Context: an optimization exercise on an open-source flow, tuned for small area and a short achievable clock period. The choices shown serve that exercise and are no tape-out recipe. In this exercise RTL edits were held to simulation tests only and were not proved equivalent to the original.

==> fjord: inputs <==
Design MACRegister, start of the top module:
module MACRegister(
    input clk,
    input rst,
    input [1:0] opcode,
    input [15:0] a,
    input [15:0] b,
    output [31:0] dataOut
    );
    reg [31:0] register;
    assign dataOut = register;
    wire [31:0] rt = ~register;
    wire pp0_0 = ~(a[0] & b[0]), pp0_1 = ~(a[0] & b[1]), pp0_2 = ~(a[0] & b[2]), pp0_3 = ~(a[0] & b[3]), pp0_4 = ~(a[0] & b[4]), pp0_5 = ~(a[0] & b[5]), pp0_6 = ~(a[0] & b[6]), pp0_7 = ~(a[0] & b[7]), pp0_8 = ~(a[0] & b[8]), pp0_9 = ~(a[0] & b[9]), pp0_10 = ~(a[0] & b[10]), pp0_11 = ~(a[0] & b[11]), pp0_12 = ~(a[0] & b[12]), pp0_13 = ~(a[0] & b[13]), pp0_14 = ~(a[0] & b[14]), pp0_15 = ~(a[0] & b[15]);
    wire pp1_0 = ~(a[1] & b[0]), pp1_1 = ~(a[1] & b[1]), pp1_2 = ~(a[1] & b[2]), pp1_3 = ~(a[1] & b[3]), pp1_4 = ~(a[1] & b[4]), pp1_5 = ~(a[1] & b[5]), pp1_6 = ~(a[1] & b[6]), pp1_7 = ~(a[1] & b[7]), pp1_8 = ~(a[1] & b[8]), pp1_9 = ~(a[1] & b[9]), pp1_10 = ~(a[1] & b[10]), pp1_11 = ~(a[1] & b[11]), pp1_12 = ~(a[1] & b[12]), pp1_13 = ~(a[1] & b[13]), pp1_14 = ~(a[1] & b[14]), pp1_15 = ~(a[1] & b[15]);
    wire pp2_0 = ~(a[2] & b[0]), pp2_1 = ~(a[2] & b[1]), pp2_2 = ~(a[2] & b[2]), pp2_3 = ~(a[2] & b[3]), pp2_4 = ~(a[2] & b[4]), pp2_5 = ~(a[2] & b[5]), pp2_6 = ~(a[2] & b[6]), pp2_7 = ~(a[2] & b[7]), pp2_8 = ~(a[2] & b[8]), pp2_9 = ~(a[2] & b[9]), pp2_10 = ~(a[2] & b[10]), pp2_11 = ~(a[2] & b[11]), pp2_12 = ~(a[2] & b[12]), pp2_13 = ~(a[2] & b[13]), pp2_14 = ~(a[2] & b[14]), pp2_15 = ~(a[2] & b[15]);
    wire pp3_0 = ~(a[3] & b[0]), pp3_1 = ~(a[3] & b[1]), pp3_2 = ~(a[3] & b[2]), pp3_3 = ~(a[3] & b[3]), pp3_4 = ~(a[3] & b[4]), pp3_5 = ~(a[3] & b[5]), pp3_6 = ~(a[3] & b[6]), pp3_7 = ~(a[3] & b[7]), pp3_8 = ~(a[3] & b[8]), pp3_9 = ~(a[3] & b[9]), pp3_10 = ~(a[3] & b[10]), pp3_11 = ~(a[3] & b[11]), pp3_12 = ~(a[3] & b[12]), pp3_13 = ~(a[3] & b[13]), pp3_14 = ~(a[3] & b[14]), pp3_15 = ~(a[3] & b[15]);
  ...
==> flow/config.mk <==
export PLATFORM = sky130hd
export DESIGN_NAME = MACRegister
export DESIGN_NICKNAME = MACRegister
export VERILOG_FILES = /design/flow/design.v
export SDC_FILE = /design/flow/constraint.sdc
export NUM_CORES = 4
export LEC_CHECK = 0
export CAP_MARGIN = 20
export CORE_MARGIN = 2
export CORE_UTILIZATION = 55
export PLACE_DENSITY = 0.75
export SETUP_SLACK_MARGIN = 1.0
export SLEW_MARGIN = 20
export SYNTH_HIERARCHICAL = 1
export SYNTH_MINIMUM_KEEP_SIZE = 0
==> flow/constraint.sdc <==
create_clock -name core_clock -period 19.0 [get_ports {clk}]
set_input_delay 3.8000 -clock core_clock [delete_from_list [all_inputs] [get_ports {clk}]]
set_output_delay 3.8000 -clock core_clock [all_outputs]
set_load 0.01 [all_outputs]
standard.sh (not shown) runs the stock make flow with config.mk's settings and CLKGATE_MAP_FILE= SYNTH_SCRIPT=/design/flow/synth_recipe.tcl, a recipe that flattens the netlist after the stock synthesis.
==> flow/flow/run.sh <==
#!/bin/bash
# Standard ORFS layout, with buf_2 port buffers, and timing repair aiming for 10 ns of
# setup slack at the design's clock period (i.e. a tighter internal target).
set -euo pipefail
bash standard.sh "BUFFER_PORTS_ARGS=-buffer_cell sky130_fd_sc_hd__buf_2" "SETUP_SLACK_MARGIN=10" finish > make_finish.log 2>&1
==> inputs of raven, as changes to fjord <==
==> flow/flow/run.sh (replaced) <==
#!/bin/bash
# Standard ORFS layout, with buf_2 port buffers, and timing repair aiming for 11 ns of
# setup slack at the design's clock period (i.e. a tighter internal target).
set -euo pipefail
bash standard.sh "BUFFER_PORTS_ARGS=-buffer_cell sky130_fd_sc_hd__buf_2" "SETUP_SLACK_MARGIN=11" finish > make_finish.log 2>&1
- CTS_BUF_LIST: not set -> sky130_fd_sc_hd__clkbuf_4 sky130_fd_sc_hd__clkbuf_8
==> comparison <==
- In fjord the setup slack is worse than in raven, by 0.81 ns.
- Count of clock-buffer cells in the layout: raven is higher than fjord (1).
- Against fjord, the routed wire length of raven is larger by about 2.2%.
- Sequential cell count is the same in fjord and raven.
- Against raven, the non-clock buffer count of fjord is lower by 11.
- Against raven, the clock skew of fjord is lower by 0.0046 ns.
- Synthesized cell count is the same in raven and fjord.
- Between raven and fjord, the lower fmax is in fjord (gap 10%, measured against fjord).
- Against fjord, the core utilization of raven is higher by 3.7 points.
==> figures <==
	fjord	raven
Run status	timing/DRC/antenna clean	timing/DRC/antenna clean
Met2 routed wirelength	10600 um	11100 um
Total wire length	22200 um	22700 um
Setup crit end	register[24]$_DFF_P_	register[22]$_DFF_P_
Multi-input gate share of total cell area	0.822	0.797
Shortest period the worst path allows	8.74 ns	7.93 ns
Worst setup timing slack at the placement stage	9.97 ns	10.09 ns
Net count of the finished layout	1209	1220
Number of global-route vias before repair	6978	7069
Flop2flop setup slack	13.75 ns	14.22 ns
Buffering stage count on the worst path with inverters included	2	3
Arrival time at the worst endpoint	8.93 ns	8.17 ns
Clock latency on the worst-skew pair	0.30 ns	0.33 ns
Layout-stage area growth over the synthesis result	1.19%	7.68%
Via Count	6566	6660
Launch instance of the worst min-delay path	register[31]$_DFF_P_	register[7]$_DFF_P_
Endpoint of the worst hold path	register[31]$_DFF_P_	register[7]$_DFF_P_

[separate check: timing with driven ports]
How much do the figures lean on ideal ports? The routed layouts below were timed once more, with nothing changed but the port constraints.
Step 1: set_driving_cell puts a clkbuf_16 on clk and a buf_2 on each other input, an assumption about the parent block.
Step 2 also shifts input and output timing later by t, the mid clock arrival at the registers, as if the neighbouring blocks saw the same clock.
Three values: no drivers, after step 1, after step 2; two values: the first two.
run | t (ns) | setup slack, ns | worst hold slack (ns) | worst setup path after step 2 | clock arrival spread, ns
fjord | 0.338 | 10.257 / 10.278 / 9.940 | 0.572 / 0.572 / 0.572 | input to register | 0.006 / 0.006
raven | 0.368 | 11.065 / 11.051 / 10.683 | 0.579 / 0.579 / 0.579 | input to register | 0.011 / 0.011
After both steps setup and hold are still met in every run listed. For raven, which loses most, drivers alone change the setup slack by -0.014 ns; drivers and shift together by -0.382 ns.
